This design comes from an exercise in tuning for small area, a short achievable clock period and few clock cycles on the open sky130 flow, not from production work.
RTL that was checked went through simulation tests only; none was proved equivalent to the original.
For runs 1 to 3, only the layout was checked, not whether the RTL still works.

[flow/constraint.sdc]
create_clock -name core_clock -period 6.0 [get_ports {clk}]
set_input_delay 1.2000 -clock core_clock [delete_from_list [all_inputs] [get_ports {clk}]]
set_output_delay 1.2000 -clock core_clock [all_outputs]
set_load 0.01 [all_outputs]
[flow/standard.sh]
#!/bin/bash
# synth_recipe.tcl (not shown) runs the flow's synth.tcl, then flattens the netlist and writes it again
# the make line also repeats each setting of config.mk as NAME=value (left out here)
make -C /OpenROAD-flow-scripts/flow DESIGN_CONFIG=/design/flow/config.mk WORK_HOME=/design/flow/orfs CLKGATE_MAP_FILE= SYNTH_SCRIPT=/design/flow/synth_recipe.tcl "${@:-finish}"
[flow/flow/run.sh]
#!/bin/bash
# The standard layout, with these changes:
# - synthesis leaves adders to ABC as plain gates instead of mapping them
#   to the full/half-adder cells;
# - each port gets a buf_2 as its buffer.
set -euo pipefail
here=$(pwd)
mkdir -p scripts
for f in "$FLOW_HOME"/scripts/*; do ln -sf "$f" scripts/; done
rm -f scripts/abc_area.script
cp flow/abc_area.script scripts/abc_area.script
bash standard.sh ADDER_MAP_FILE= SCRIPTS_DIR="$here/scripts" "BUFFER_PORTS_ARGS=-buffer_cell sky130_fd_sc_hd__buf_2" finish > flow_make.log 2>&1
[flow/config.mk]
export PLATFORM = sky130hd
export DESIGN_NAME = vendingMachine
export DESIGN_NICKNAME = vendingMachine
export VERILOG_FILES = /design/flow/design.v
export SDC_FILE = /design/flow/constraint.sdc
export NUM_CORES = 4
export LEC_CHECK = 0
export ABC_AREA = 1
export CAP_MARGIN = 20
export CORE_MARGIN = 2
export CORE_UTILIZATION = 40
export SLEW_MARGIN = 20
[flow/flow/abc_area.script]
strash
&get -n
&deepsyn -J 5 -S 1
&put
balance
balance -l
resub -K 6 -l
rewrite -l
resub -K 6 -N 2 -l
refactor -l
resub -K 8 -l
balance -l
resub -K 8 -N 2 -l
rewrite -l
resub -K 10 -l
rewrite -z -l
resub -K 10 -N 2 -l
balance -l
resub -K 12 -l
refactor -z -l
resub -K 12 -N 2 -l
rewrite -z -l
balance -l
dch
map -B 0.9
topo
stime -c
buffer -c
upsize -c
dnsize -c
[flow/design.v]
module vendingMachine(
   clk,
   reset,
   coinInA,
   coinInB,
   coinInC,
   coinInD,
   itemTypeIn,
   itemNumberIn,
   forceIn,
   coinOutA,
   coinOutB,
   coinOutC,
   coinOutD,
   itemTypeOut,
   itemNumberOut,
   serviceTypeOut
);
input          clk;
input          reset;
input  [5:0]   coinInA;
input  [5:0]   coinInB;
input  [5:0]   coinInC;
input  [5:0]   coinInD;
input  [1:0]   itemTypeIn;
input  [2:0]   itemNumberIn;
input          forceIn;
output [5:0]   coinOutA;
output [5:0]   coinOutB;
output [5:0]   coinOutC;
output [5:0]   coinOutD;
output [1:0]   itemTypeOut;
output [2:0]   itemNumberOut;
output [1:0]   serviceTypeOut;
reg            busy;              
reg    [5:0]   countA, countB, countC, countD;   
reg    [9:0]   s5;                
reg    [2:0]   r;                 
reg    [2:0]   num;               
reg    [1:0]   typ;
reg            frc;
function [4:0] cost5;             
   input [1:0] t;
   case (t)
      2'd0: cost5 = 5'd3;
      2'd1: cost5 = 5'd5;
      2'd2: cost5 = 5'd15;
      default: cost5 = 5'd20;
   endcase
endfunction
wire [3:0]  dq;                   
wire [2:0]  r0;                   
assign dq[0] = (~coinInD[4] & ~coinInD[3] & coinInD[2] & coinInD[0]) | (~coinInD[4] & ~coinInD[3] & coinInD[2] & coinInD[1]) | (~coinInD[5] & ~coinInD[4] & coinInD[3] & ~coinInD[2] & ~coinInD[1]) | (~coinInD[4] & coinInD[2] & coinInD[1] & coinInD[0]) | (~coinInD[5] & coinInD[4] & coinInD[3] & coinInD[2] & ~coinInD[1]) | (coinInD[5] & ~coinInD[4] & ~coinInD[3] & coinInD[1] & coinInD[0]) | (coinInD[5] & ~coinInD[4] & ~coinInD[3] & coinInD[2]) | (coinInD[5] & ~coinInD[4] & coinInD[2] & coinInD[0]) | (coinInD[5] & ~coinInD[4] & coinInD[2] & coinInD[1]) | (coinInD[5] & ~coinInD[3] & coinInD[2] & coinInD[1] & coinInD[0]) | (coinInD[4] & coinInD[3] & ~coinInD[2] & coinInD[1]) | (~coinInD[5] & coinInD[4] & ~coinInD[3] & ~coinInD[2]) | (coinInD[5] & coinInD[4] & ~coinInD[2] & ~coinInD[1]) | (~coinInD[5] & coinInD[4] & ~coinInD[2] & coinInD[0]);
assign dq[1] = (~coinInD[5] & ~coinInD[4] & coinInD[3] & coinInD[1]) | (~coinInD[5] & ~coinInD[4] & coinInD[3] & coinInD[2]) | (~coinInD[5] & coinInD[4] & ~coinInD[3] & ~coinInD[2]) | (~coinInD[5] & coinInD[3] & coinInD[2] & coinInD[1]) | (coinInD[5] & ~coinInD[4] & ~coinInD[3]) | (coinInD[5] & ~coinInD[3] & coinInD[2]) | (coinInD[5] & coinInD[4] & coinInD[3] & ~coinInD[2]) | (coinInD[5] & ~coinInD[3] & coinInD[1]);
assign dq[2] = (~coinInD[5] & coinInD[4] & coinInD[2]) | (~coinInD[5] & coinInD[4] & coinInD[3]) | (coinInD[5] & ~coinInD[4] & ~coinInD[3]) | (coinInD[4] & coinInD[3] & coinInD[2]);
assign dq[3] = (coinInD[5] & coinInD[3]) | (coinInD[5] & coinInD[4]);
assign r0[0] = (~coinInD[4] & ~coinInD[3] & coinInD[2] & coinInD[1] & ~coinInD[0]) | (~coinInD[5] & ~coinInD[4] & coinInD[3] & ~coinInD[2] & ~coinInD[1] & ~coinInD[0]) | (~coinInD[5] & ~coinInD[4] & coinInD[3] & coinInD[2] & ~coinInD[1] & coinInD[0]) | (~coinInD[5] & coinInD[4] & coinInD[3] & coinInD[2] & ~coinInD[1] & ~coinInD[0]) | (coinInD[5] & ~coinInD[4] & ~coinInD[3] & coinInD[2] & ~coinInD[0]) | (coinInD[5] & ~coinInD[4] & coinInD[2] & coinInD[1] & ~coinInD[0]) | (coinInD[5] & coinInD[4] & ~coinInD[3] & ~coinInD[2] & coinInD[1] & coinInD[0]) | (~coinInD[5] & ~coinInD[4] & ~coinInD[3] & ~coinInD[2] & coinInD[0]) | (coinInD[4] & ~coinInD[3] & ~coinInD[2] & ~coinInD[1] & ~coinInD[0]) | (coinInD[5] & ~coinInD[4] & coinInD[3] & ~coinInD[2] & coinInD[0]) | (coinInD[4] & coinInD[3] & coinInD[2] & coinInD[1] & coinInD[0]) | (~coinInD[5] & coinInD[4] & ~coinInD[3] & coinInD[2] & coinInD[0]) | (coinInD[5] & coinInD[4] & coinInD[3] & ~coinInD[2] & ~coinInD[0]) | (~coinInD[5] & coinInD[4] & ~coinInD[2] & coinInD[1] & ~coinInD[0]) | (coinInD[5] & coinInD[4] & coinInD[2] & ~coinInD[1] & coinInD[0]) | (~coinInD[4] & ~coinInD[3] & ~coinInD[2] & ~coinInD[1] & coinInD[0]) | (~coinInD[5] & ~coinInD[4] & ~coinInD[2] & coinInD[1] & coinInD[0]);
assign r0[1] = (~coinInD[5] & ~coinInD[4] & coinInD[3] & ~coinInD[1] & ~coinInD[0]) | (~coinInD[5] & ~coinInD[4] & coinInD[3] & coinInD[2] & ~coinInD[1]) | (~coinInD[5] & coinInD[4] & ~coinInD[3] & ~coinInD[2] & ~coinInD[1] & coinInD[0]) | (~coinInD[5] & coinInD[4] & coinInD[3] & ~coinInD[2] & coinInD[1] & coinInD[0]) | (~coinInD[5] & coinInD[3] & coinInD[2] & ~coinInD[1] & ~coinInD[0]) | (coinInD[5] & ~coinInD[4] & ~coinInD[3] & coinInD[2] & coinInD[1] & ~coinInD[0]) | (coinInD[5] & coinInD[4] & coinInD[3] & ~coinInD[2] & ~coinInD[1] & coinInD[0]) | (coinInD[5] & coinInD[3] & ~coinInD[2] & coinInD[1] & ~coinInD[0]) | (~coinInD[5] & ~coinInD[4] & ~coinInD[3] & coinInD[1] & coinInD[0]) | (coinInD[5] & coinInD[4] & ~coinInD[3] & ~coinInD[1] & ~coinInD[0]) | (~coinInD[5] & ~coinInD[3] & ~coinInD[2] & coinInD[1] & ~coinInD[0]) | (coinInD[5] & coinInD[3] & coinInD[2] & coinInD[1] & coinInD[0]) | (coinInD[5] & ~coinInD[3] & coinInD[2] & ~coinInD[1] & coinInD[0]) | (coinInD[5] & ~coinInD[4] & ~coinInD[3] & ~coinInD[2] & ~coinInD[1]) | (~coinInD[5] & coinInD[4] & ~coinInD[3] & coinInD[2] & coinInD[1]) | (coinInD[5] & coinInD[4] & coinInD[3] & coinInD[1] & ~coinInD[0]) | (coinInD[5] & ~coinInD[4] & coinInD[3] & coinInD[1] & coinInD[0]);
assign r0[2] = (coinInD[5] & ~coinInD[4] & ~coinInD[3] & ~coinInD[2] & coinInD[1] & ~coinInD[0]) | (~coinInD[5] & ~coinInD[4] & ~coinInD[3] & coinInD[2] & ~coinInD[1] & ~coinInD[0]) | (coinInD[5] & ~coinInD[4] & ~coinInD[3] & coinInD[2] & coinInD[1] & coinInD[0]) | (~coinInD[5] & ~coinInD[4] & coinInD[3] & ~coinInD[2] & ~coinInD[1] & coinInD[0]) | (coinInD[5] & ~coinInD[4] & coinInD[3] & coinInD[2] & ~coinInD[1] & ~coinInD[0]) | (~coinInD[5] & ~coinInD[4] & coinInD[3] & coinInD[2] & coinInD[1] & ~coinInD[0]) | (coinInD[5] & coinInD[4] & ~coinInD[3] & ~coinInD[2] & ~coinInD[1] & coinInD[0]) | (~coinInD[5] & coinInD[4] & ~coinInD[3] & ~coinInD[2] & coinInD[1] & coinInD[0]) | (coinInD[5] & coinInD[4] & ~coinInD[3] & coinInD[2] & coinInD[1] & ~coinInD[0]) | (~coinInD[5] & coinInD[4] & coinInD[3] & ~coinInD[2] & ~coinInD[1] & ~coinInD[0]) | (coinInD[5] & coinInD[4] & coinInD[3] & ~coinInD[2] & coinInD[1] & coinInD[0]) | (~coinInD[5] & coinInD[4] & coinInD[3] & coinInD[2] & ~coinInD[1] & coinInD[0]);
wire [7:0]  kn;                   
assign kn[0] = (~itemTypeIn[1] & itemNumberIn[0]) | (~itemTypeIn[0] & itemNumberIn[0]);
assign kn[1] = (~itemTypeIn[0] & ~itemNumberIn[1] & itemNumberIn[0]) | (~itemTypeIn[1] & itemTypeIn[0] & itemNumberIn[1]) | (~itemTypeIn[0] & itemNumberIn[1] & ~itemNumberIn[0]);
assign kn[2] = (~itemTypeIn[0] & ~itemNumberIn[2] & itemNumberIn[1] & ~itemNumberIn[0]) | (~itemTypeIn[1] & ~itemTypeIn[0] & itemNumberIn[2] & itemNumberIn[0]) | (itemTypeIn[0] & ~itemNumberIn[2] & itemNumberIn[0]) | (~itemTypeIn[1] & itemTypeIn[0] & itemNumberIn[2] & ~itemNumberIn[0]) | (itemTypeIn[1] & ~itemNumberIn[2] & itemNumberIn[0]) | (~itemTypeIn[0] & itemNumberIn[2] & ~itemNumberIn[1] & ~itemNumberIn[0]) | (itemTypeIn[1] & itemTypeIn[0] & itemNumberIn[0]);
assign kn[3] = (~itemNumberIn[2] & itemNumberIn[1] & itemNumberIn[0]) | (~itemTypeIn[0] & itemNumberIn[2] & ~itemNumberIn[1]) | (~itemTypeIn[1] & itemNumberIn[2] & ~itemNumberIn[1] & itemNumberIn[0]) | (itemTypeIn[0] & itemNumberIn[1] & ~itemNumberIn[0]) | (itemTypeIn[1] & ~itemTypeIn[0] & itemNumberIn[0]) | (itemTypeIn[1] & itemNumberIn[1]);
assign kn[4] = (~itemTypeIn[1] & ~itemTypeIn[0] & itemNumberIn[2] & itemNumberIn[1]) | (~itemTypeIn[1] & itemTypeIn[0] & itemNumberIn[2] & ~itemNumberIn[1]) | (itemTypeIn[1] & ~itemTypeIn[0] & itemNumberIn[1] & ~itemNumberIn[0]) | (itemTypeIn[1] & itemNumberIn[2] & ~itemNumberIn[0]) | (itemTypeIn[1] & itemTypeIn[0] & ~itemNumberIn[2] & itemNumberIn[0]) | (itemNumberIn[2] & itemNumberIn[1] & ~itemNumberIn[0]);
assign kn[5] = (~itemTypeIn[1] & itemTypeIn[0] & itemNumberIn[2] & itemNumberIn[1] & itemNumberIn[0]) | (itemTypeIn[1] & ~itemTypeIn[0] & itemNumberIn[2] & ~itemNumberIn[1] & ~itemNumberIn[0]) | (itemTypeIn[1] & ~itemTypeIn[0] & itemNumberIn[1] & itemNumberIn[0]) | (itemTypeIn[1] & itemTypeIn[0] & itemNumberIn[2] & ~itemNumberIn[1] & itemNumberIn[0]) | (itemTypeIn[1] & itemTypeIn[0] & itemNumberIn[1] & ~itemNumberIn[0]) | (itemTypeIn[1] & ~itemNumberIn[2] & itemNumberIn[1] & itemNumberIn[0]);
assign kn[6] = (itemTypeIn[1] & ~itemTypeIn[0] & itemNumberIn[2] & itemNumberIn[0]) | (itemTypeIn[1] & itemTypeIn[0] & itemNumberIn[2] & ~itemNumberIn[1]) | (itemTypeIn[1] & itemNumberIn[2] & itemNumberIn[1] & ~itemNumberIn[0]);
assign kn[7] = (itemTypeIn[1] & itemTypeIn[0] & itemNumberIn[2] & itemNumberIn[1] & itemNumberIn[0]);
wire [9:0]  v5   = {coinInA, 3'b0} + {3'b0, coinInA, 1'b0} + {3'b0, coinInB, 1'b0}
                 + {4'b0, coinInC} + {6'b0, dq};
wire [7:0]  knr;                  
assign knr[0] = (~typ[1] & num[0]) | (~typ[0] & num[0]);
assign knr[1] = (~typ[0] & ~num[1] & num[0]) | (~typ[1] & typ[0] & num[1]) | (~typ[0] & num[1] & ~num[0]);
assign knr[2] = (~typ[0] & ~num[2] & num[1] & ~num[0]) | (~typ[1] & ~typ[0] & num[2] & num[0]) | (typ[0] & ~num[2] & num[0]) | (~typ[1] & typ[0] & num[2] & ~num[0]) | (typ[1] & ~num[2] & num[0]) | (~typ[0] & num[2] & ~num[1] & ~num[0]) | (typ[1] & typ[0] & num[0]);
assign knr[3] = (~num[2] & num[1] & num[0]) | (~typ[0] & num[2] & ~num[1]) | (~typ[1] & num[2] & ~num[1] & num[0]) | (typ[0] & num[1] & ~num[0]) | (typ[1] & ~typ[0] & num[0]) | (typ[1] & num[1]);
assign knr[4] = (~typ[1] & ~typ[0] & num[2] & num[1]) | (~typ[1] & typ[0] & num[2] & ~num[1]) | (typ[1] & ~typ[0] & num[1] & ~num[0]) | (typ[1] & num[2] & ~num[0]) | (typ[1] & typ[0] & ~num[2] & num[0]) | (num[2] & num[1] & ~num[0]);
assign knr[5] = (~typ[1] & typ[0] & num[2] & num[1] & num[0]) | (typ[1] & ~typ[0] & num[2] & ~num[1] & ~num[0]) | (typ[1] & ~typ[0] & num[1] & num[0]) | (typ[1] & typ[0] & num[2] & ~num[1] & num[0]) | (typ[1] & typ[0] & num[1] & ~num[0]) | (typ[1] & ~num[2] & num[1] & num[0]);
assign knr[6] = (typ[1] & ~typ[0] & num[2] & num[0]) | (typ[1] & typ[0] & num[2] & ~num[1]) | (typ[1] & num[2] & num[1] & ~num[0]);
assign knr[7] = (typ[1] & typ[0] & num[2] & num[1] & num[0]);
wire [10:0] ev   = {1'b0, busy ? s5 : v5} + (busy ? {3'b0, frc ? {3'b0, cost5(typ)} : knr} : ~{3'b0, kn})
                 + {10'b0, ~busy};
wire        enough = ~ev[10];
reg  [5:0]  ge;
reg  [7:0]  th [1:6];
integer j;
always @* begin
   for (j = 1; j < 7; j = j + 1) begin
      case (itemTypeIn)
         2'd0: th[j] = j * 3;
         2'd1: th[j] = j * 5;
         2'd2: th[j] = j * 15;
         default: th[j] = j * 20;
      endcase
      ge[j-1] = (v5[9:8] != 2'b0) | (v5[7:0] >= th[j]);
   end
end
wire [6:0]  e    = {ge[5], ge[5:1] ^ ge[4:0], ~ge[0]};
wire [2:0]  nf   = {e[4] | e[5] | e[6], e[2] | e[3] | e[6], e[1] | e[3] | e[5]};
reg  [4:0]  sF;
integer k;
always @* begin
   sF = e[0] ? v5[4:0] : 5'd0;
   for (k = 1; k < 7; k = k + 1)
      sF = sF | ({5{e[k]}} & (v5[4:0] - th[k][4:0]));
end
wire [9:0]  s50  = enough ? ev[9:0] : forceIn ? {5'b0, sF} : v5;
wire [2:0]  num0 = enough ? itemNumberIn : forceIn ? nf : 3'd0;
wire [5:0]  fs   = {2'b0, s5[3:0]} + {2'b0, s5[7:4]} + {4'b0, s5[9:8]};
wire [2:0]  sm5;
assign sm5[0] = (~fs[4] & ~fs[3] & ~fs[2] & fs[0]) | (~fs[4] & ~fs[3] & fs[2] & fs[1] & ~fs[0]) | (~fs[4] & fs[3] & ~fs[2] & ~fs[1] & ~fs[0]) | (~fs[4] & ~fs[2] & fs[1] & fs[0]) | (~fs[4] & fs[3] & fs[2] & ~fs[1] & fs[0]) | (fs[4] & ~fs[3] & ~fs[2] & ~fs[0]) | (fs[4] & ~fs[3] & fs[2] & fs[0]) | (fs[4] & ~fs[2] & fs[1] & ~fs[0]) | (fs[4] & fs[3] & fs[2] & ~fs[1] & ~fs[0]) | (fs[4] & fs[2] & fs[1] & fs[0]);
assign sm5[1] = (fs[5]) | (~fs[4] & fs[3] & ~fs[1] & ~fs[0]) | (~fs[4] & fs[3] & fs[2] & ~fs[1]) | (fs[4] & ~fs[3] & ~fs[2] & ~fs[1] & fs[0]) | (fs[4] & fs[3] & ~fs[2] & fs[1] & fs[0]) | (fs[3] & fs[2] & ~fs[1] & ~fs[0]) | (~fs[4] & ~fs[3] & ~fs[2] & fs[1]) | (fs[4] & ~fs[3] & fs[1] & ~fs[0]) | (~fs[3] & fs[2] & fs[1] & fs[0]);
assign sm5[2] = (~fs[4] & ~fs[3] & fs[2] & ~fs[1] & ~fs[0]) | (~fs[4] & fs[3] & ~fs[2] & ~fs[1] & fs[0]) | (~fs[4] & fs[3] & fs[2] & fs[1] & ~fs[0]) | (fs[4] & ~fs[3] & ~fs[2] & fs[1] & fs[0]) | (fs[4] & fs[3] & ~fs[2] & ~fs[1] & ~fs[0]) | (fs[4] & fs[3] & fs[2] & ~fs[1] & fs[0]);
wire        b    = s5[0];
wire [3:0]  y    = {1'b0, sm5} + ((sm5[0] ^ b) ? 4'd5 : 4'd0);
wire [2:0]  m    = y[3:1];
wire [7:0]  p77  = s5[7:0] + {s5[5:0], 2'b0} + {s5[4:0], 3'b0} + {s5[1:0], 6'b0};
wire [7:0]  y77;
assign y77[0] = (y[0]);
assign y77[1] = (y[1]);
assign y77[2] = (~y[2] & y[0]) | (y[2] & ~y[0]);
assign y77[3] = (~y[3] & ~y[2] & ~y[1] & y[0]) | (y[1] & ~y[0]) | (y[2] & y[1]) | (y[3] & ~y[0]);
assign y77[4] = (y[3] & y[0]) | (~y[2] & y[1] & ~y[0]) | (y[2] & ~y[1] & ~y[0]) | (y[2] & y[1] & y[0]);
assign y77[5] = (y[3]) | (~y[2] & y[1] & y[0]) | (y[2] & ~y[1] & ~y[0]);
assign y77[6] = (y[3] & ~y[0]) | (~y[3] & ~y[2] & y[0]) | (y[2] & y[1] & ~y[0]);
assign y77[7] = (~y[2] & y[1]) | (y[2] & ~y[1] & y[0]) | (y[1] & ~y[0]) | (y[3] & y[0]);
wire [7:0]  a2   = p77 - y77;
wire [6:0]  a    = a2[7:1];
wire [10:0] r1x  = {1'b0, s5} - {2'b0, countA, 3'b0} - {4'b0, countA, 1'b0};
wire        exA  = ~r1x[10] & (r1x[9:0] >= 10'd10);
wire        rbig = r1x[9:8] != 2'b0;                          
wire [7:0]  rr   = exA ? r1x[7:0] : {4'b0, y};
wire [7:0]  u0   = {1'b0, countB, 1'b0} + {2'b0, countC};
wire [5:0]  dmr  = countD - {3'b0, r};
wire        rok  = countD >= {3'b0, r};
wire [3:0]  dq5;
assign dq5[0] = (~dmr[4] & ~dmr[3] & dmr[2] & dmr[0]) | (~dmr[4] & ~dmr[3] & dmr[2] & dmr[1]) | (~dmr[5] & ~dmr[4] & dmr[3] & ~dmr[2] & ~dmr[1]) | (~dmr[4] & dmr[2] & dmr[1] & dmr[0]) | (~dmr[5] & dmr[4] & dmr[3] & dmr[2] & ~dmr[1]) | (dmr[5] & ~dmr[4] & ~dmr[3] & dmr[1] & dmr[0]) | (dmr[5] & ~dmr[4] & ~dmr[3] & dmr[2]) | (dmr[5] & ~dmr[4] & dmr[2] & dmr[0]) | (dmr[5] & ~dmr[4] & dmr[2] & dmr[1]) | (dmr[5] & ~dmr[3] & dmr[2] & dmr[1] & dmr[0]) | (dmr[4] & dmr[3] & ~dmr[2] & dmr[1]) | (~dmr[5] & dmr[4] & ~dmr[3] & ~dmr[2]) | (dmr[5] & dmr[4] & ~dmr[2] & ~dmr[1]) | (~dmr[5] & dmr[4] & ~dmr[2] & dmr[0]);
assign dq5[1] = (~dmr[5] & ~dmr[4] & dmr[3] & dmr[1]) | (~dmr[5] & ~dmr[4] & dmr[3] & dmr[2]) | (~dmr[5] & dmr[4] & ~dmr[3] & ~dmr[2]) | (~dmr[5] & dmr[3] & dmr[2] & dmr[1]) | (dmr[5] & ~dmr[4] & ~dmr[3]) | (dmr[5] & ~dmr[3] & dmr[2]) | (dmr[5] & dmr[4] & dmr[3] & ~dmr[2]) | (dmr[5] & ~dmr[3] & dmr[1]);
assign dq5[2] = (~dmr[5] & dmr[4] & dmr[2]) | (~dmr[5] & dmr[4] & dmr[3]) | (dmr[5] & ~dmr[4] & ~dmr[3]) | (dmr[4] & dmr[3] & dmr[2]);
assign dq5[3] = (dmr[5] & dmr[3]) | (dmr[5] & dmr[4]);
wire [7:0]  uq   = u0 + {4'b0, dq5};
wire        bA   = r1x[7:0] >= {1'b0, countB, 1'b0} + 8'd2;
wire        bN   = {4'b0, y} >= {1'b0, countB, 1'b0} + 8'd2;
wire        cA_  = r1x[7:0] > u0;
wire        cN   = {4'b0, y} > u0;
wire        qA   = r1x[7:0] <= uq;
wire        qN   = {4'b0, y} <= uq;
wire        exB  = exA ? bA : bN;
wire        c0   = b & (countC == 6'd0);                      
wire        exC  = exB ? (exA ? cA_ : cN) : c0;
wire        okq  = exB ? (exA ? qA & ~rbig : qN) : ~(c0 & (dq5 == 4'd0));
wire        ok   = rok & okq;
wire [7:0]  e2   = rr - {1'b0, countB, 1'b0};                 
wire [3:0]  qlo  = rr[3:0] - u0[3:0];                         
wire [5:0]  kq   = {qlo, 2'b0} + {2'b0, qlo} + {3'b0, r};
wire [5:0]  kD   = ~exC ? {3'b0, r} : exB ? kq : {3'b0, r} + 6'd5;
wire [5:0]  kA   = exA ? countA : a[5:0];
wire [5:0]  kB   = exB ? countB : rr[6:1];
wire [5:0]  kC   = exC ? countC : exB ? e2[5:0] : {5'b0, b};
wire [6:0]  tA   = {1'b0, countA} + {1'b0, coinInA};
wire [6:0]  tB   = {1'b0, countB} + {1'b0, coinInB};
wire [6:0]  tC   = {1'b0, countC} + {1'b0, coinInC};
wire [6:0]  tD   = {1'b0, countD} + {1'b0, coinInD};
wire [5:0]  pA   = exA ? 6'd0 : countA - a[5:0];
wire [5:0]  pB   = exB ? 6'd0 : countB - rr[6:1];
wire [5:0]  pC   = exC ? 6'd0 : countC - (exB ? e2[5:0] : {5'b0, b});
wire [5:0]  pD   = countD - kD;
wire [5:0]  nA   = busy ? pA : tA[6] ? 6'd63 : tA[5:0];
wire [5:0]  nB   = busy ? pB : tB[6] ? 6'd63 : tB[5:0];
wire [5:0]  nC   = busy ? pC : tC[6] ? 6'd63 : tC[5:0];
wire [5:0]  nD   = busy ? pD : tD[6] ? 6'd63 : tD[5:0];
always @(posedge clk) begin
   if (!reset) begin
      busy   <= 1'b0;
      countA <= 6'd5;
      countB <= 6'd30;
      countC <= 6'd10;
      countD <= 6'd20;
   end
   else if (!busy) begin
      if (itemNumberIn != 3'd0) begin
         busy   <= 1'b1;
         countA <= nA;
         countB <= nB;
         countC <= nC;
         countD <= nD;
         s5     <= s50;
         r      <= r0;
         num    <= num0;
         typ    <= itemTypeIn;
         frc    <= forceIn;
      end
   end
   else if (ok) begin
      busy   <= 1'b0;
      countA <= nA;
      countB <= nB;
      countC <= nC;
      countD <= nD;
   end
   else begin
      num    <= frc ? num - 3'd1 : 3'd0;
      s5     <= ev[9:0];
   end
end
assign coinOutA       = kA;
assign coinOutB       = kB;
assign coinOutC       = kC;
assign coinOutD       = kD;
assign itemTypeOut    = typ;
assign itemNumberOut  = num;
assign serviceTypeOut = !busy ? 2'b01 : ok ? 2'b00 : 2'b10;
endmodule
==> summary.md, run 1 <==
| Metric | Value |
|---|---|
| Area share of the largest cell type after synthesis | 20.44% |
| Fin crit share | 98.45% |
| Dpl cell area | 9773 sq um |
| Nets | 1,811 |
| I/O Pins | 63 |
| Via count | 11,186 |
| Wire length per cell | 15.66 um |
| FF+latch area | 1071 sq um |
| H-tree depth | 2 |
| Antenna violations before repair | 0 |
| Final setup viols | 0 |
| First-pass GRT wire length | 49,760 um |
| CP Max Fanout | 8 |
| Number of global-route vias before repair | 9,971 |
| Critical Path Max Stage Delay | 520 ps |
| Gr usage total | 25.60% |
| Top delay family on crit path | simple AND/OR/NAND/NOR gates |
| DIE AREA | 24,140 sq um |
| Crit path buffers/inverters | 2 |
| Primary FF master, synth | dfxtp_1 |
| Area of the multi-input gates | 7343 sq um |
| Placed Cells | 2,009 |
| Critical path class | flop to output port |
| Drt initial violations | 693 |
| Ys Warns | 2 |
| GPL Wtd Cong | 0.9382 |
| Die height | 155.4 um |
| Final HPWL DP | 25,760 um |
| FFs w/ async S/R, synth | 0% |
| Clock Tree Buf Depth | 2 |
| Drt total wl | 32,340 um |
| FMAX | 169.3 MHz |
| Final Hold Vio Count | 0 |
| Max cap viols | 0 |
| Clk Latency, worst-skew pair | 300 ps |
| Status | complete, no violations |
| Clk slew on worst S/H paths | 70 ps |
| Slew Limit Fails | 0 |
| Post-synth top cells | 499 x nand2_1, 236 x inv_1, 176 x nor2_1 |
| Via-to-Cell Ratio | 5.417 |
| Hold Path Class | flop to flop |
| Post-synth EDFFs | 19 |
| Setup WS post-layout | 93.00 ps |
| Die Width | 155.4 um |
| CTS tree | done |
| Area Growth Syn to Fin | 17.72% |
| Sequential area share after synthesis | 11.69% |
| Pre-Repair DR Iteration Count | 5 |
| Critical Path End Type | output port |
| Initial Utilization | 40.60% |
| Synth unique cells | 73 |
| Standard-cell rows | 55 |
| Fin area | 10,790 sq um |
| Pre-CTS WS | 224.9 ps |
| Diodes inserted | 0 |
| DRC viols | 0 |
| Post-route insts no fill | 2,065 |
| Fill cell count | 2,414 |
| Gr ovfl total | 0 |
| CTS Sinks | 44 |
| Syn Inst Count | 1,683 |
| Layout cells sized above 1 | 19.72% |
| Main area contributors after synthesis | nand2_1 20%, inv_1 9.7%, nor2_1 7.2%, xor2_1 6.9%, o21ai_0 6.8% |
| Clock Skew | 6.312 ps |
| Largest net degree at the start of global routing | 35 |
| CTS buffer count | 5 |
| Biggest area consumer among synthesized cells | nand2_1 |
| Critical Path AT | 4710 ps |
| Synthesized area | 9164 sq um |
| Synthesized Nets | 1,715 |
| Worst path most repeated cell | nand2_2 |
| Syn avg cell area | 5.445 sq um |
| Critical Path RT | 4800 ps |
| Port Buffers | 62 |
| Number of synthesized register bits | 44 |
| Headroom to the max-slew limit | 42.91% |
| Critical Path Start Type | flop |
| RSZ-0062 raised after global routing | yes |
| Worst-margin pin slew | 847.4 ps |
| Clk root buf | clkbuf_16 |
| Core Area | 22,570 sq um |
| CP max-delay cell | edfxtp_1 |
| DRT antenna net count | 0 |
| Most common cell in the netlist | nand2_1 |
| Post-CTS Hold Buffers | 0 |
| Post-route minimum period | 5907 ps |
## worst paths after layout
path,cells past startpoint,endpoint,slack (ps),start
setup / recovery,34,coinOutA[5],90,s5[1]
hold / removal,2,countD[3],540,countD[3]
setup reg to reg,45,countD[5],830,s5[1]
hold reg to reg,2,countD[3],540,countD[3]
## routing by layer
metal / share of wire (%) / track usage, % / routed length [um] / vias to the layer above
met5: 0 / 0 / 0 / -
met4: 2.9 / 8.257 / 935 / 0
met3: 5.8 / 2.869 / 1877 / 53
met2: 46 / 42.69 / 14990 / 402
met1: 45 / 34.52 / 14530 / 5111
li1: - / - / - / 5620
## logic make-up (layout without fill, tap and decap cells)
group / after synthesis / after routing / share of synthesized area [%]
buffers and inverters: 308 / 405 / 13.34
and+or+nand+nor: 916 / 916 / 44.65
DFF: 44 / 44 / 11.69
adders and majority gates: 6 / 6 / 0.6963
AOI/OAI and AO/OA: 308 / 308 / 19.73
xor gates and xnor gates: 101 / 101 / 9.899
## layout by cell type (no fill, tap or decap), types with 6 or more instances in the layout
cell and instances:
a21oi_1 56, buf_2 61, buf_4 68, dfxtp_1 25, edfxtp_1 19, inv_1 228
inv_2 34, nand2_1 459, nand2_2 47, nand2_4 23, nand3_1 89, nand3_2 28
nand3_4 8, nand3b_1 6, nand4_1 14, nor2_1 174, nor2_2 6, nor2_4 8
nor3_1 12, o211ai_1 13, o21ai_0 119, o21ai_1 31, o21ai_2 7, o22ai_1 21
o31ai_1 6, or2_1 6, or2_2 15, xnor2_1 26, xor2_1 70
## state kept, by name, summed over array words and instances, names as in the netlist
name,flops
busy,1
countA,6
countB,6
countC,6
countD,6
frc,1
num,3
r,3
s5,10
typ,2
## layout make-up
type,count,area share [%]
clock buffers,5,1.160
clock inverters,3,0.3943
inverters,265,9.267
multi-input cells,1331,68.07
flip-flops and latches,44,9.928
well taps,285,3.306
repair buffers,132,7.875
## per-stage QoR
step	hold slack (ps)	TNS (ps)	utilization, %
final	537.8	0	47.79
after global routing	546.0	-1000	47.79
after CTS	537.0	0	44.21
after detailed placement	525.7	0	43.30
after global placement	531.5	0	43.30
after floorplan	475.8	0	-
## what timing repair did
item / in CTS / in global routing
endpoints found under the setup margin: 1 / 13
gates cloned: 0 / 0
pin swaps: 0 / 48
resized for setup: 0 / 125
buffers inserted: 5 / 43
## tightest hold or removal path, stage by stage (launching register included)
cell     delay (ps)
dfxtp_1         370
nand2_1          80
nand2_1          50
==> run 2: changes to the inputs <==
--- a/flow/design.v
+++ b/flow/design.v
@@ -34,7 +34,10 @@
 output [1:0]   serviceTypeOut;
 reg            busy;              
+reg            first;             
 reg    [5:0]   countA, countB, countC, countD;   
 reg    [9:0]   s5;                
 reg    [2:0]   r;                 
+reg    [3:0]   dq5;               
+reg            rok;               
 reg    [2:0]   num;               
 reg    [1:0]   typ;
@@ -69,14 +72,5 @@
 wire [9:0]  v5   = {coinInA, 3'b0} + {3'b0, coinInA, 1'b0} + {3'b0, coinInB, 1'b0}
                  + {4'b0, coinInC} + {6'b0, dq};
-wire [7:0]  knr;                  
-assign knr[0] = (~typ[1] & num[0]) | (~typ[0] & num[0]);
-assign knr[1] = (~typ[0] & ~num[1] & num[0]) | (~typ[1] & typ[0] & num[1]) | (~typ[0] & num[1] & ~num[0]);
-assign knr[2] = (~typ[0] & ~num[2] & num[1] & ~num[0]) | (~typ[1] & ~typ[0] & num[2] & num[0]) | (typ[0] & ~num[2] & num[0]) | (~typ[1] & typ[0] & num[2] & ~num[0]) | (typ[1] & ~num[2] & num[0]) | (~typ[0] & num[2] & ~num[1] & ~num[0]) | (typ[1] & typ[0] & num[0]);
-assign knr[3] = (~num[2] & num[1] & num[0]) | (~typ[0] & num[2] & ~num[1]) | (~typ[1] & num[2] & ~num[1] & num[0]) | (typ[0] & num[1] & ~num[0]) | (typ[1] & ~typ[0] & num[0]) | (typ[1] & num[1]);
-assign knr[4] = (~typ[1] & ~typ[0] & num[2] & num[1]) | (~typ[1] & typ[0] & num[2] & ~num[1]) | (typ[1] & ~typ[0] & num[1] & ~num[0]) | (typ[1] & num[2] & ~num[0]) | (typ[1] & typ[0] & ~num[2] & num[0]) | (num[2] & num[1] & ~num[0]);
-assign knr[5] = (~typ[1] & typ[0] & num[2] & num[1] & num[0]) | (typ[1] & ~typ[0] & num[2] & ~num[1] & ~num[0]) | (typ[1] & ~typ[0] & num[1] & num[0]) | (typ[1] & typ[0] & num[2] & ~num[1] & num[0]) | (typ[1] & typ[0] & num[1] & ~num[0]) | (typ[1] & ~num[2] & num[1] & num[0]);
-assign knr[6] = (typ[1] & ~typ[0] & num[2] & num[0]) | (typ[1] & typ[0] & num[2] & ~num[1]) | (typ[1] & num[2] & num[1] & ~num[0]);
-assign knr[7] = (typ[1] & typ[0] & num[2] & num[1] & num[0]);
-wire [10:0] ev   = {1'b0, busy ? s5 : v5} + (busy ? {3'b0, frc ? {3'b0, cost5(typ)} : knr} : ~{3'b0, kn})
+wire [10:0] ev   = {1'b0, busy ? s5 : v5} + (busy ? {6'b0, cost5(typ)} : ~{3'b0, kn})
                  + {10'b0, ~busy};
 wire        enough = ~ev[10];
@@ -131,11 +125,4 @@
 wire [7:0]  rr   = exA ? r1x[7:0] : {4'b0, y};
 wire [7:0]  u0   = {1'b0, countB, 1'b0} + {2'b0, countC};
-wire [5:0]  dmr  = countD - {3'b0, r};
-wire        rok  = countD >= {3'b0, r};
-wire [3:0]  dq5;
-assign dq5[0] = (~dmr[4] & ~dmr[3] & dmr[2] & dmr[0]) | (~dmr[4] & ~dmr[3] & dmr[2] & dmr[1]) | (~dmr[5] & ~dmr[4] & dmr[3] & ~dmr[2] & ~dmr[1]) | (~dmr[4] & dmr[2] & dmr[1] & dmr[0]) | (~dmr[5] & dmr[4] & dmr[3] & dmr[2] & ~dmr[1]) | (dmr[5] & ~dmr[4] & ~dmr[3] & dmr[1] & dmr[0]) | (dmr[5] & ~dmr[4] & ~dmr[3] & dmr[2]) | (dmr[5] & ~dmr[4] & dmr[2] & dmr[0]) | (dmr[5] & ~dmr[4] & dmr[2] & dmr[1]) | (dmr[5] & ~dmr[3] & dmr[2] & dmr[1] & dmr[0]) | (dmr[4] & dmr[3] & ~dmr[2] & dmr[1]) | (~dmr[5] & dmr[4] & ~dmr[3] & ~dmr[2]) | (dmr[5] & dmr[4] & ~dmr[2] & ~dmr[1]) | (~dmr[5] & dmr[4] & ~dmr[2] & dmr[0]);
-assign dq5[1] = (~dmr[5] & ~dmr[4] & dmr[3] & dmr[1]) | (~dmr[5] & ~dmr[4] & dmr[3] & dmr[2]) | (~dmr[5] & dmr[4] & ~dmr[3] & ~dmr[2]) | (~dmr[5] & dmr[3] & dmr[2] & dmr[1]) | (dmr[5] & ~dmr[4] & ~dmr[3]) | (dmr[5] & ~dmr[3] & dmr[2]) | (dmr[5] & dmr[4] & dmr[3] & ~dmr[2]) | (dmr[5] & ~dmr[3] & dmr[1]);
-assign dq5[2] = (~dmr[5] & dmr[4] & dmr[2]) | (~dmr[5] & dmr[4] & dmr[3]) | (dmr[5] & ~dmr[4] & ~dmr[3]) | (dmr[4] & dmr[3] & dmr[2]);
-assign dq5[3] = (dmr[5] & dmr[3]) | (dmr[5] & dmr[4]);
 wire [7:0]  uq   = u0 + {4'b0, dq5};
 wire        bA   = r1x[7:0] >= {1'b0, countB, 1'b0} + 8'd2;
@@ -149,5 +136,5 @@
 wire        exC  = exB ? (exA ? cA_ : cN) : c0;
 wire        okq  = exB ? (exA ? qA & ~rbig : qN) : ~(c0 & (dq5 == 4'd0));
-wire        ok   = rok & okq;
+wire        ok   = rok & okq & (first | frc | (num == 3'd0));
 wire [7:0]  e2   = rr - {1'b0, countB, 1'b0};                 
 wire [3:0]  qlo  = rr[3:0] - u0[3:0];                         
@@ -169,4 +156,11 @@
 wire [5:0]  nC   = busy ? pC : tC[6] ? 6'd63 : tC[5:0];
 wire [5:0]  nD   = busy ? pD : tD[6] ? 6'd63 : tD[5:0];
+wire [5:0]  cD1  = tD[6] ? 6'd63 : tD[5:0];
+wire [5:0]  dmr  = cD1 - {3'b0, r0};
+wire [3:0]  dq50;
+assign dq50[0] = (~dmr[4] & ~dmr[3] & dmr[2] & dmr[0]) | (~dmr[4] & ~dmr[3] & dmr[2] & dmr[1]) | (~dmr[5] & ~dmr[4] & dmr[3] & ~dmr[2] & ~dmr[1]) | (~dmr[4] & dmr[2] & dmr[1] & dmr[0]) | (~dmr[5] & dmr[4] & dmr[3] & dmr[2] & ~dmr[1]) | (dmr[5] & ~dmr[4] & ~dmr[3] & dmr[1] & dmr[0]) | (dmr[5] & ~dmr[4] & ~dmr[3] & dmr[2]) | (dmr[5] & ~dmr[4] & dmr[2] & dmr[0]) | (dmr[5] & ~dmr[4] & dmr[2] & dmr[1]) | (dmr[5] & ~dmr[3] & dmr[2] & dmr[1] & dmr[0]) | (dmr[4] & dmr[3] & ~dmr[2] & dmr[1]) | (~dmr[5] & dmr[4] & ~dmr[3] & ~dmr[2]) | (dmr[5] & dmr[4] & ~dmr[2] & ~dmr[1]) | (~dmr[5] & dmr[4] & ~dmr[2] & dmr[0]);
+assign dq50[1] = (~dmr[5] & ~dmr[4] & dmr[3] & dmr[1]) | (~dmr[5] & ~dmr[4] & dmr[3] & dmr[2]) | (~dmr[5] & dmr[4] & ~dmr[3] & ~dmr[2]) | (~dmr[5] & dmr[3] & dmr[2] & dmr[1]) | (dmr[5] & ~dmr[4] & ~dmr[3]) | (dmr[5] & ~dmr[3] & dmr[2]) | (dmr[5] & dmr[4] & dmr[3] & ~dmr[2]) | (dmr[5] & ~dmr[3] & dmr[1]);
+assign dq50[2] = (~dmr[5] & dmr[4] & dmr[2]) | (~dmr[5] & dmr[4] & dmr[3]) | (dmr[5] & ~dmr[4] & ~dmr[3]) | (dmr[4] & dmr[3] & dmr[2]);
+assign dq50[3] = (dmr[5] & dmr[3]) | (dmr[5] & dmr[4]);
 always @(posedge clk) begin
    if (!reset) begin
@@ -180,4 +174,5 @@
       if (itemNumberIn != 3'd0) begin
          busy   <= 1'b1;
+         first  <= 1'b1;
          countA <= nA;
          countB <= nB;
@@ -186,4 +181,6 @@
          s5     <= s50;
          r      <= r0;
+         dq5    <= dq50;
+         rok    <= cD1 >= {3'b0, r0};
          num    <= num0;
          typ    <= itemTypeIn;
@@ -199,5 +196,6 @@
    end
    else begin
-      num    <= frc ? num - 3'd1 : 3'd0;
+      first  <= 1'b0;
+      num    <= num - 3'd1;
       s5     <= ev[9:0];
    end
--- a/flow/flow/abc_area.script
+++ b/flow/flow/abc_area.script
@@ -24,4 +24,5 @@
 dch
 map -B 0.9
+map -B 0.9
 topo
 stime -c
==> summary.md, run 2 <==
| Metric | Value |
|---|---|
| I/O Pins | 63 |
| Max FFs per register | 10 |
| First-pass GRT wire length | 47,740 um |
| Worst-margin pin slew | 742.6 ps |
| Setup WS post-layout | 188.3 ps |
| Fin crit share | 96.86% |
| Initial Utilization | 40.53% |
| Ys Warns | 2 |
| Clock Skew | 7.182 ps |
| Status | complete, no violations |
| CTS tree | done |
| Post-route minimum period | 5812 ps |
| Number of synthesized register bits | 50 |
| Diodes inserted | 0 |
| Antenna violations before repair | 1 |
| CTS buffer count | 5 |
| Syn Inst Count | 1,574 |
| Slew Limit Fails | 0 |
| Drt initial violations | 680 |
| Most flops, register | s5 |
| Biggest area consumer among synthesized cells | nand2_1 |
| Critical Path Start Type | flop |
| Setup crit start | s5[2] |
| Synthesized area | 8790 sq um |
| FF-to-FF setup slack | 1050 ps |
| GPL Wtd Cong | 0.9553 |
| Via-to-Cell Ratio | 5.371 |
| Critical Path AT | 4610 ps |
| Core Area | 21,690 sq um |
| Main area contributors after synthesis | nand2_1 20%, inv_1 9.2%, edfxtp_1 8.5%, nand3_1 6.3%, o21ai_0 6.1% |
| H-tree depth | 2 |
| Synthesized Nets | 1,606 |
| DRC viols | 0 |
| Hold Path Class | flop to flop |
| Pre-CTS WS | 7.072 ps |
| Largest net degree at the start of global routing | 33 |
| Wire length per cell | 15.37 um |
| Port Buffers | 62 |
| Area Growth Syn to Fin | 17.12% |
| Most common cell in the netlist | nand2_1 |
| Number of global-route vias before repair | 9,511 |
| Final HPWL DP | 23,800 um |
| Worst path most repeated cell | nand2_2 |
| Layout cells sized above 1 | 18.96% |
| Worst setup endpoint | serviceTypeOut[1] |
| DIE AREA | 23,180 sq um |
| Register-to-Register Path Depth | 43 |
| CP max-delay cell | or4_4 |
| Clk Latency, worst-skew pair | 300 ps |
| Fin util | 47.47% |
| CP Max Fanout | 8 |
| Commonest non-fill, non-tap cell in the layout | nand2_1 |
| Post-CTS Hold Buffers | 0 |
| Clk slew on worst S/H paths | 80 ps |
| Clock Tree Buf Depth | 2 |
| Final Hold Vio Count | 0 |
| Standard-cell rows | 54 |
| Gr ovfl total | 0 |
| Via count | 10,485 |
| Drt total wl | 30,000 um |
| Sequential area share after synthesis | 14.23% |
| Clk root buf | clkbuf_16 |
| RR Startpoint | s5[2] |
| FFs w/ async S/R, synth | 0% |
| Post-route insts no fill | 1,952 |
| Headroom to the max-slew limit | 50.44% |
| Nets | 1,703 |
| DRT antenna net count | 0 |
| Reg2reg end | countC[3] |
| Most frequent cells in the layout | 436 x nand2_1, 213 x inv_1, 137 x nor2_1 |
| Critical path class | flop to output port |
| Synth unique cells | 66 |
| Critical Path End Type | output port |
| Placed Cells | 1,900 |
| Area share of the largest cell type after synthesis | 19.94% |
| Critical Path RT | 4800 ps |
| Post-synth EDFFs | 25 |
| Post-synth top cells | 467 x nand2_1, 215 x inv_1, 143 x nor2_1 |
| Syn avg cell area | 5.584 sq um |
| Critical Path Max Stage Delay | 460 ps |
| Die height | 152.2 um |
| Fin Hold WS | 557.4 ps |
| Final setup viols | 0 |
| Gr usage total | 24.68% |
| Die Width | 152.2 um |
| Max cap viols | 0 |
| Pre-Repair DR Iteration Count | 5 |
| FMAX | 172.1 MHz |
| Primary FF master, synth | edfxtp_1 |
| CTS Sinks | 50 |
==> run 2: cell count changes in the layout (fill, tap and decap cells not counted), moves of 15 or more <==
cell and delta:
inv_2 -16, xor2_1 -21, inv_1 -15, nand2_1 -23
nor2_1 -37, a21oi_1 +16, nand3_2 -16, o21ai_1 -17
==> run 2: cells by family (layout without fill, tap and decap cells) <==
logic type | after synthesis | in the layout | synth area share, %
flops | 50 | 50 | 14.23
fa+ha+maj | 15 | 15 | 1.737
simple gates | 858 | 860 | 43.19
compound gates | 297 | 297 | 20.37
other cells | 1 | 1 | 0.04266
buf+inv | 270 | 366 | 12.07
xor+xnor | 83 | 83 | 8.356
==> run 2: repair_timing <==
item | in CTS | in global routing
buffers inserted | 13 | 29
resized for setup | 8 | 84
setup endpoints to repair | 7 | 14
pin swaps | 1 | 26
gates cloned | 0 | 2
==> run 2: per-stage QoR <==
stage	TNS, ps	instance area [sq um]
after floorplan	0	8790
after global placement	-4.237	9407
after detailed placement	0	9407
after CTS	0	9751
after global routing	-237.7	10290
final	0	10290
==> run 2: worst max-delay path, delay by kind of cell (launching register included) <==
kind / cells / cell delay [ps]
AND/OR/NAND/NOR: 33 / 3240
buffers and inverters: 5 / 430
flip-flops: 1 / 420
AO/OA/AOI/OAI: 1 / 170
==> run 2: per-layer routing <==
metal,track usage [%],up-vias,share of wire [%]
li1,-,5319,-
met1,34.92,4791,47
met2,41.12,329,46
met3,1.564,44,5.3
met4,5.964,2,2.1
met5,0,-,0.053
==> run 2: worst min-delay path by stage <==
stage	end	slack, ps	cells after the start	start
after floorplan	countD[1]	480	2	countD[1]
after global placement	countD[1]	530	2	countD[1]
after detailed placement	countD[1]	550	2	countD[1]
after CTS	countD[1]	560	2	countD[1]
after global routing	countD[1]	590	2	countD[1]
final	countD[1]	560	2	countD[1]
==> run 2: layout make-up <==
| type | count | area, sq um |
|---|---|---|
| Tap cell | 280 | 350.3 |
| Multi-Input combinational cell | 1256 | 6815 |
| Sequential cell | 50 | 1254 |
| Fill cell | 2350 | 11390 |
| Inverter | 239 | 924.6 |
| Timing Repair Buffer | 119 | 757.0 |
| Clock inverter | 3 | 68.82 |
| Clock buffer | 5 | 125.1 |
==> run 3: changes to the inputs <==
--- a/flow/flow/abc_area.script
+++ b/flow/flow/abc_area.script
@@ -24,5 +24,4 @@
 dch
 map -B 0.9
-map -B 0.9
 topo
 stime -c
==> summary.md, run 3 <==
| Metric | Value |
|---|---|
| Status | complete, no violations |
| Die Width | 150.8 um |
| DIE AREA | 22,730 sq um |
| Initial Utilization | 40.86% |
| FFs w/ async S/R, synth | 0% |
| DRT antenna net count | 0 |
| Critical path class | flop to output port |
| Synthesized Nets | 1,600 |
| CP max-delay cell | edfxtp_1 |
| Critical Path End Type | output port |
| RSZ-0062 raised after global routing | yes |
| CTS buffer count | 5 |
| Post-synth EDFFs | 25 |
| Syn Inst Count | 1,568 |
| Fill cell count | 2,336 |
| Headroom to the max-slew limit | 38.62% |
| Post-route insts no fill | 1,925 |
| I/O Pins | 63 |
| Hold Path Class | flop to flop |
| Synthesized area | 8616 sq um |
| Max FFs per register | 10 |
| Clk root buf | clkbuf_16 |
| Pre-CTS WS | -4.105 ps |
| Via count | 10,327 |
| Clk slew on worst S/H paths | 80 ps |
| Setup WS post-layout | 256.2 ps |
| Number of synthesized register bits | 50 |
| Nets | 1,680 |
| Critical Path Max Stage Delay | 510 ps |
| Primary FF master, synth | edfxtp_1 |
| Main area contributors after synthesis | nand2_1 20%, inv_1 9.4%, edfxtp_1 8.7%, nor2_1 7.4%, o21ai_0 6.0% |
| Via-to-Cell Ratio | 5.365 |
| Pre-Repair DR Iteration Count | 6 |
| Gr usage total | 26.20% |
| Ys Warns | 2 |
| Clock Tree Buf Depth | 2 |
| Slew Limit Fails | 0 |
| H-tree depth | 2 |
| First-pass GRT wire length | 47,170 um |
| Commonest non-fill, non-tap cell in the layout | nand2_1 |
| Placed Cells | 1,892 |
| Die height | 150.8 um |
| GPL Wtd Cong | 0.9489 |
| Most flops, register | s5 |
| CP Max Fanout | 8 |
| Biggest area consumer among synthesized cells | nand2_1 |
| Standard-cell rows | 53 |
| Antenna violations before repair | 1 |
| Core Area | 21,090 sq um |
| Fin crit share | 95.73% |
| Synth unique cells | 64 |
| Sequential area share after synthesis | 14.52% |
| Post-route minimum period | 5744 ps |
| Drt initial violations | 698 |
| Fin util | 46.89% |
| Final HPWL DP | 23,980 um |
| Dpl cell area | 9268 sq um |
| Final setup viols | 0 |
| Clk Latency, worst-skew pair | 320 ps |
| Number of global-route vias before repair | 9,388 |
| DRC viols | 0 |
| CTS tree | done |
| Area Growth Syn to Fin | 14.77% |
| Area share of the largest cell type after synthesis | 19.78% |
| Critical Path Start Type | flop |
| Layout cells sized above 1 | 16.86% |
| Critical Path AT | 4540 ps |
| Fin Hold WS | 571.4 ps |
| Max cap viols | 0 |
| FMAX | 174.1 MHz |
| Worst path most repeated cell | nand2_2 |
| Post-synth top cells | 454 x nand2_1, 216 x inv_1, 170 x nor2_1 |
| Clock Skew | 10.09 ps |
| Largest net degree at the start of global routing | 43 |
| Worst-margin pin slew | 915.0 ps |
| Most common cell in the netlist | nand2_1 |
| Most frequent cells in the layout | 434 x nand2_1, 214 x inv_1, 165 x nor2_1 |
| CTS Sinks | 50 |
| Drt total wl | 29,890 um |
| Final Hold Vio Count | 0 |
| Syn avg cell area | 5.495 sq um |
| Port Buffers | 62 |
| Gr ovfl total | 0 |
| Fin area | 9888 sq um |
| Wire length per cell | 15.53 um |
| Critical Path RT | 4800 ps |
==> run 3: final cells by class <==
cell class	instances	area, sq um	area share [%]
Clock buffer	6	150.1	1.518
Inverter	241	904.6	9.148
Antenna cell	1	2.502	0.02531
Clock inverter	2	17.52	0.1771
Timing Repair Buffer	106	650.6	6.580
Tap cell	275	344.1	3.480
Multi-Input combinational cell	1244	6563	66.37
Sequential cell	50	1256	12.70
==> run 3: worst paths after layout <==
path	start	slack [ps]	to	cells past startpoint
worst max-delay path	s5[2]	260	serviceTypeOut[1]	36
worst min-delay path	countA[2]	570	countA[2]	2
worst max register to register	s5[2]	540	countB[1]	38
worst min register to register	countA[2]	570	countA[2]	2
==> run 3: kinds of logic (layout without fill, tap and decap cells) <==
family	after synthesis	after routing	share of synthesized area (%)
adders and majority gates	3	3	0.3485
and+or+nand+nor	857	857	43.68
DFF	50	50	14.52
other	1	2	0.04352
xor gates and xnor gates	78	78	8.191
buffers and inverters	274	355	12.27
AOI/OAI and AO/OA	305	305	20.94
==> run 3: worst max-delay path: cells and delay by family, from the launching register on <==
family                 cells  cell delay (ps)
AOI/OAI and AO/OA          3              510
and+or+nand+nor           28             2760
DFF                        1              510
buffers and inverters      5              450
==> run 3: repair_timing <==
action	CTS	global route
setup endpoints to repair	1	17
pin swaps	0	16
gates resized for setup	1	65
cloned	0	0
setup buffers	4	21
hold buffers	0	0
==> run 3: stage by stage <==
step | setup TNS, ps
6_report | 0
5_1_grt | -409.3
4_1_cts | 0
2_1_floorplan | 0
3_3_place_gp | -46.88
3_5_place_dp | -4.105
==> run 3: metal layers <==
layer | share of wire [%] | GRT usage (%) | vias up
li1 | - | - | 5272
met1 | 46 | 35.87 | 4661
met2 | 45 | 41.84 | 347
met3 | 6.8 | 4.303 | 47
met4 | 2.7 | 8.785 | 0
met5 | 0 | 0 | -
==> run 4: changes to the inputs <==
--- a/flow/design.v
+++ b/flow/design.v
@@ -164,4 +164,9 @@
 assign dq50[3] = (dmr[5] & dmr[3]) | (dmr[5] & dmr[4]);
 always @(posedge clk) begin
+   s5     <= busy ? ev[9:0] : s50;
+   num    <= busy ? num - 3'd1 : num0;
+   first  <= ~busy;
+end
+always @(posedge clk) begin
    if (!reset) begin
       busy   <= 1'b0;
@@ -174,14 +179,11 @@
       if (itemNumberIn != 3'd0) begin
          busy   <= 1'b1;
-         first  <= 1'b1;
          countA <= nA;
          countB <= nB;
          countC <= nC;
          countD <= nD;
-         s5     <= s50;
          r      <= r0;
          dq5    <= dq50;
          rok    <= cD1 >= {3'b0, r0};
-         num    <= num0;
          typ    <= itemTypeIn;
          frc    <= forceIn;
@@ -194,9 +196,4 @@
       countC <= nC;
       countD <= nD;
-   end
-   else begin
-      first  <= 1'b0;
-      num    <= num - 3'd1;
-      s5     <= ev[9:0];
    end
 end
==> summary.md, run 4 <==
| Metric | Value |
|---|---|
| Gr ovfl total | 0 |
| Reg2reg end | countB[4] |
| GPL Wtd Cong | 1.046 |
| Final Hold Vio Count | 0 |
| Fin crit share | 93.67% |
| Gr usage total | 25.51% |
| Clk root buf | clkbuf_16 |
| Max cap viols | 0 |
| Clk slew on worst S/H paths | 80 ps |
| Clock Skew | 11.51 ps |
| Core Area | 21,150 sq um |
| Critical Path RT | 4800 ps |
| Hold EP | countD[0] |
| Die height | 151.3 um |
| Clk Latency, worst-skew pair | 310 ps |
| CTS Sinks | 50 |
| Area Growth Syn to Fin | 10.40% |
| Fin area | 9577 sq um |
| DRC viols | 0 |
| Register-to-Register Path Depth | 36 |
| Diodes inserted | 0 |
| CP max-delay cell | dfxtp_2 |
| Hold path depth | 2 |
| Worst-margin pin slew | 922.8 ps |
| Critical path class | flop to output port |
| Number of global-route vias before repair | 9,097 |
| Post-route insts no fill | 1,911 |
| Most flops, register | s5 |
| Biggest area consumer among synthesized cells | nand2_1 |
| Antenna violations before repair | 0 |
| HP Start | countD[0] |
| Post-synth top cells | 458 x nand2_1, 222 x inv_1, 151 x nor2_1 |
| Synthesized area | 8675 sq um |
| FMAX | 177.9 MHz |
| Final setup viols | 0 |
| Number of synthesized register bits | 50 |
| Most frequent cells in the layout | 454 x nand2_1, 221 x inv_1, 149 x nor2_1 |
| Initial Utilization | 41.01% |
| Critical Path End Type | output port |
| Syn Inst Count | 1,575 |
| Post-synth EDFFs | 11 |
| Worst path most repeated cell | nand2_1 |
| I/O Pins | 63 |
| Critical Path AT | 4420 ps |
| Headroom to the max-slew limit | 38.25% |
| Wire length per cell | 15.30 um |
| Primary FF master, synth | dfxtp_1 |
| H-tree depth | 2 |
| FF-to-FF setup slack | 790 ps |
| DRT antenna net count | 0 |
| Ys Warns | 2 |
| Via count | 10,245 |
| CTS tree | done |
| Synth unique cells | 60 |
| Post-route minimum period | 5620 ps |
| Area share of the largest cell type after synthesis | 19.82% |
| Standard-cell rows | 53 |
| Slew Limit Fails | 0 |
| Pre-Repair DR Iteration Count | 6 |
| Most common cell in the netlist | nand2_1 |
| First-pass GRT wire length | 46,310 um |
| Drt total wl | 29,230 um |
| Drt initial violations | 772 |
| Critical Path Max Stage Delay | 370 ps |
| Synthesized Nets | 1,607 |
| Largest net degree at the start of global routing | 38 |
| Syn avg cell area | 5.508 sq um |
| Hold Path Class | flop to flop |
| Status | complete, no violations |
| Dpl cell area | 9253 sq um |
| Port Buffers | 62 |
| Main area contributors after synthesis | nand2_1 20%, inv_1 9.6%, dfxtp_1 9.0%, xor2_1 7.6%, nor2_1 6.5% |
| Nets | 1,667 |
| Placed Cells | 1,894 |
| Max FFs per register | 10 |
| Sequential area share after synthesis | 12.81% |
| Layout cells sized above 1 | 13.69% |
| Fin util | 45.27% |
| RR Startpoint | s5[1] |
| FFs w/ async S/R, synth | 0% |
| Critical Path Start Type | flop |
| CP Max Fanout | 9 |
| Final HPWL DP | 23,620 um |
| Commonest non-fill, non-tap cell in the layout | nand2_1 |
| CTS buffer count | 5 |
| Clock Tree Buf Depth | 2 |
| DIE AREA | 22,880 sq um |
| Via-to-Cell Ratio | 5.361 |
| Die Width | 151.3 um |
## run 4: worst max-delay path by stage
stage               startpoint  cells past startpoint  slack (ps)     endpoint
floorplan           coinInD[3]                     33        1230       num[0]
global placement    coinInD[3]                     32         390       num[1]
detailed placement  coinInD[3]                     33         270       num[1]
CTS                      s5[4]                     31         140  coinOutD[5]
global route             s5[1]                     39         -30  coinOutD[5]
finish                   s5[1]                     34         380  coinOutD[5]
## run 4: worst max-delay path: cells and delay by family (launching register included)
kind,cells,cell delay (ps)
and+or+nand+nor,26,2610
buffers and inverters,5,580
AOI/OAI and AO/OA,2,380
DFF,1,370
xor gates and xnor gates,1,180
## run 4: per-layer routing
metal / wire length, um / global-route usage [%] / part of all wire [%]
met2: 12980 / 41.11 / 44
met1: 13920 / 36.17 / 48
met5: 0 / 0 / 0
met4: 657 / 6.869 / 2.2
met3: 1677 / 2.560 / 5.7
## run 4: logic make-up after synthesis
| family | Yosys count | synth area share (%) |
|---|---|---|
| AO/OA/AOI/OAI | 304 | 20.70 |
| XOR/XNOR | 95 | 9.765 |
| adder cells (fa/ha/maj) | 8 | 0.9232 |
| buffers and inverters | 275 | 12.74 |
| flip-flops | 50 | 12.81 |
| other | 1 | 0.04323 |
| AND/OR/NAND/NOR | 842 | 43.03 |
## run 4: metrics by stage
step / TNS (ps) / setup slack, ps / hold slack, ps
floorplan: 0 / 1226 / 483.4
global placement: 0 / 392.8 / 521.6
detailed placement: 0 / 271.6 / 528.5
CTS: 0 / 138.4 / 541.3
global route: -28.70 / -28.70 / 559.4
finish: 0 / 379.8 / 552.7
## run 4: area by class of cell
cell class              instances  area (sq um)
flip-flops and latches         50          1130
well taps                     275         344.1
fillers                      2378         11580
multi-input cells            1250          6523
clock inverters                 2         37.54
clock buffers                   6         128.9
inverters                     240         900.9
repair buffers                 88         513.0
## run 4: timing repair
| action | in CTS | in global routing |
|---|---|---|
| setup endpoints to repair | 0 | 15 |
| hold buffers | 0 | 0 |
| hold endpoints to repair | 0 | 0 |
| buffers inserted | 0 | 9 |
| resized for setup | 0 | 33 |
Testbench counts of run 4, summed over its fixed seeds: cycles 15,992.
==> run 5: changes to the inputs <==
--- a/flow/flow/abc_area.script
+++ b/flow/flow/abc_area.script
@@ -24,4 +24,5 @@
 dch
 map -B 0.9
+map -B 0.9
 topo
 stime -c
==> summary.md, run 5 <==
| Metric | Value |
|---|---|
| Synth unique cells | 66 |
| Critical Path Start Type | flop |
| Sequential area share after synthesis | 12.50% |
| Most common cell in the netlist | nand2_1 |
| Layout cells sized above 1 | 14.44% |
| DRC viols | 0 |
| Fin Hold WS | 540.5 ps |
| FFs w/ async S/R, synth | 0% |
| CP Max Fanout | 8 |
| Critical Path Max Stage Delay | 440 ps |
| DIE AREA | 23,420 sq um |
| Biggest area consumer among synthesized cells | nand2_1 |
| DRT antenna net count | 0 |
| Routed length on met1 | 14,070 um |
| Number of global-route vias before repair | 9,188 |
| Number of synthesized register bits | 50 |
| Via-to-Cell Ratio | 5.307 |
| I/O Pins | 63 |
| Syn avg cell area | 5.547 sq um |
| Worst path most repeated cell | nand2_1 |
| Initial Utilization | 40.72% |
| Main area contributors after synthesis | nand2_1 22%, dfxtp_1 8.8%, inv_1 8.6%, xor2_1 7.8%, o21ai_0 6.8% |
| DR WL met2 | 13,750 um |
| Wire length per cell | 15.48 um |
| Fin crit share | 91.16% |
| Via count | 10,270 |
| Largest net degree at the start of global routing | 36 |
| Dpl cell area | 9408 sq um |
| Status | complete, no violations |
| Slew Limit Fails | 0 |
| Critical path class | flop to output port |
| CTS Sinks | 50 |
| Commonest non-fill, non-tap cell in the layout | nand2_1 |
| Pre-Repair DR Iteration Count | 6 |
| CP max-delay cell | dfxtp_2 |
| Primary FF master, synth | dfxtp_1 |
| Synthesized area | 8886 sq um |
| GPL Wtd Cong | 0.9807 |
| Antenna violations before repair | 0 |
| Critical Path End Type | output port |
| Worst-margin pin slew | 716.0 ps |
| Clk Latency, worst-skew pair | 320 ps |
| Routed met3 length | 1686 um |
| Most frequent cells in the layout | 505 x nand2_1, 202 x inv_1, 120 x o21ai_0 |
| Fin area | 9767 sq um |
| Gr ovfl total | 0 |
| Hold Path Class | flop to flop |
| Die height | 153.0 um |
| Die Width | 153.0 um |
| Max FFs per register | 10 |
| Setup_tns | 0 ps |
| Syn Inst Count | 1,602 |
| CTS tree | done |
| Drt initial violations | 983 |
| CTS buffer count | 5 |
| Critical Path AT | 4270 ps |
| Nets | 1,686 |
| Port Buffers | 62 |
| Gr usage total | 24.88% |
| Clk root buf | clkbuf_16 |
| Post-synth EDFFs | 11 |
| Clock Skew | 19.91 ps |
| Clk slew on worst S/H paths | 80 ps |
| Post-synth top cells | 510 x nand2_1, 204 x inv_1, 121 x nor2_1, 121 x o21ai_0, 108 x nand3_1 |
| Clock Tree Buf Depth | 2 |
| First-pass GRT wire length | 47,550 um |
| Final setup viols | 0 |
| Setup WS post-layout | 530.7 ps |
| H-tree depth | 2 |
| Final HPWL DP | 24,420 um |
| Area share of the largest cell type after synthesis | 21.54% |
| Standard-cell rows | 54 |
| Top sig layer | met4 |
| Ys Warns | 2 |
| Core Area | 21,820 sq um |
| Area Growth Syn to Fin | 9.913% |
| Headroom to the max-slew limit | 52.22% |
| Max cap viols | 0 |
| Diodes inserted | 0 |
| Synthesized Nets | 1,634 |
| Final Hold Vio Count | 0 |
| Pre-CTS WS | 238.1 ps |
| FMAX | 182.8 MHz |
| Drt total wl | 29,950 um |
| Post-route minimum period | 5469 ps |
| Critical Path RT | 4800 ps |
| Most flops, register | s5 |
==> run 5: final timing paths <==
check	startpoint	endpoint	slack, ps	depth (start not counted)
worst max-delay path	s5[5]	coinOutD[5]	530	36
worst min-delay path	countD[4]	countD[4]	540	2
worst max register to register	s5[2]	countB[3]	970	39
worst min register to register	countD[4]	countD[4]	540	2
==> run 5: cells by family (layout without fill, tap and decap cells) <==
family | Yosys count | after routing | synth area share [%]
AO/OA/AOI/OAI | 296 | 296 | 19.97
XOR/XNOR | 101 | 101 | 10.04
adder cells (fa/ha/maj) | 10 | 10 | 1.141
buffers and inverters | 273 | 326 | 12.57
flip-flops | 50 | 50 | 12.50
other | 1 | 1 | 0.04220
AND/OR/NAND/NOR | 871 | 871 | 43.73
==> run 5: what timing repair did <==
action | CTS | global route
setup endpoints to repair | 2 | 17
hold buffers | 0 | 0
buffers inserted | 0 | 8
resized for setup | 1 | 39
cloned | 0 | 0
pin swaps | 0 | 4
==> run 5: worst max-delay path: cells and delay by family (launching register included) <==
kind,cells,cell delay (ps)
XOR/XNOR,2,430
AND/OR/NAND/NOR,28,2530
AO/OA/AOI/OAI,1,150
buffers and inverters,5,410
flip-flops,1,440
==> run 5: area by class of cell <==
class | count | area (sq um)
flip-flops and latches | 50 | 1134
inverters | 236 | 890.9
repair buffers | 82 | 476.7
multi-input cells | 1279 | 6746
clock inverters | 3 | 43.79
fillers | 2394 | 12060
clock buffers | 5 | 125.1
well taps | 280 | 350.3
==> run 5: per-layer routing <==
metal,vias to the layer above,global-route usage [%]
met3,30,1.843
met1,4644,34.84
met5,-,0
li1,5307,-
met4,0,5.159
met2,289,42.01
==> run 5: through the flow <==
stage / utilization, % / instances
after global placement: 43.10 / 1919
final: 44.75 / 1935
after global routing: 44.75 / 1935
after CTS: 43.89 / 1927
after detailed placement: 43.11 / 1919
after floorplan: - / 1602

==> static timing again, ports no longer ideal <==
How much do the figures lean on ideal ports? The routed layouts below were timed once more, with nothing changed but the port constraints.
Step 1 assumes that a clkbuf_16 drives the clock port and a buf_2 every other input.
Step 2 times the ports against the registers' clock, not the clock port: input delays grow and output delays shrink by t, the midpoint of the rising clock arrivals with the driver on.
Three values: ideal, step 1, step 2; two values: the first two.
run	t (ns)	slack for setup (ns)	worst data-port slew with drivers (ns)
run 1	0.335	0.093 / 0.055 / 0.228	0.05
run 2	0.337	0.188 / 0.150 / 0.252	0.07
run 3	0.351	0.256 / 0.215 / 0.140	0.07
run 4	0.346	0.380 / 0.339 / 0.269	0.05
run 5	0.353	0.531 / 0.487 / 0.534	0.04
After both steps every run listed still meets setup and hold. For run 3, which loses most, drivers alone change the setup slack by -0.041 ns; drivers and shift together by -0.116 ns.
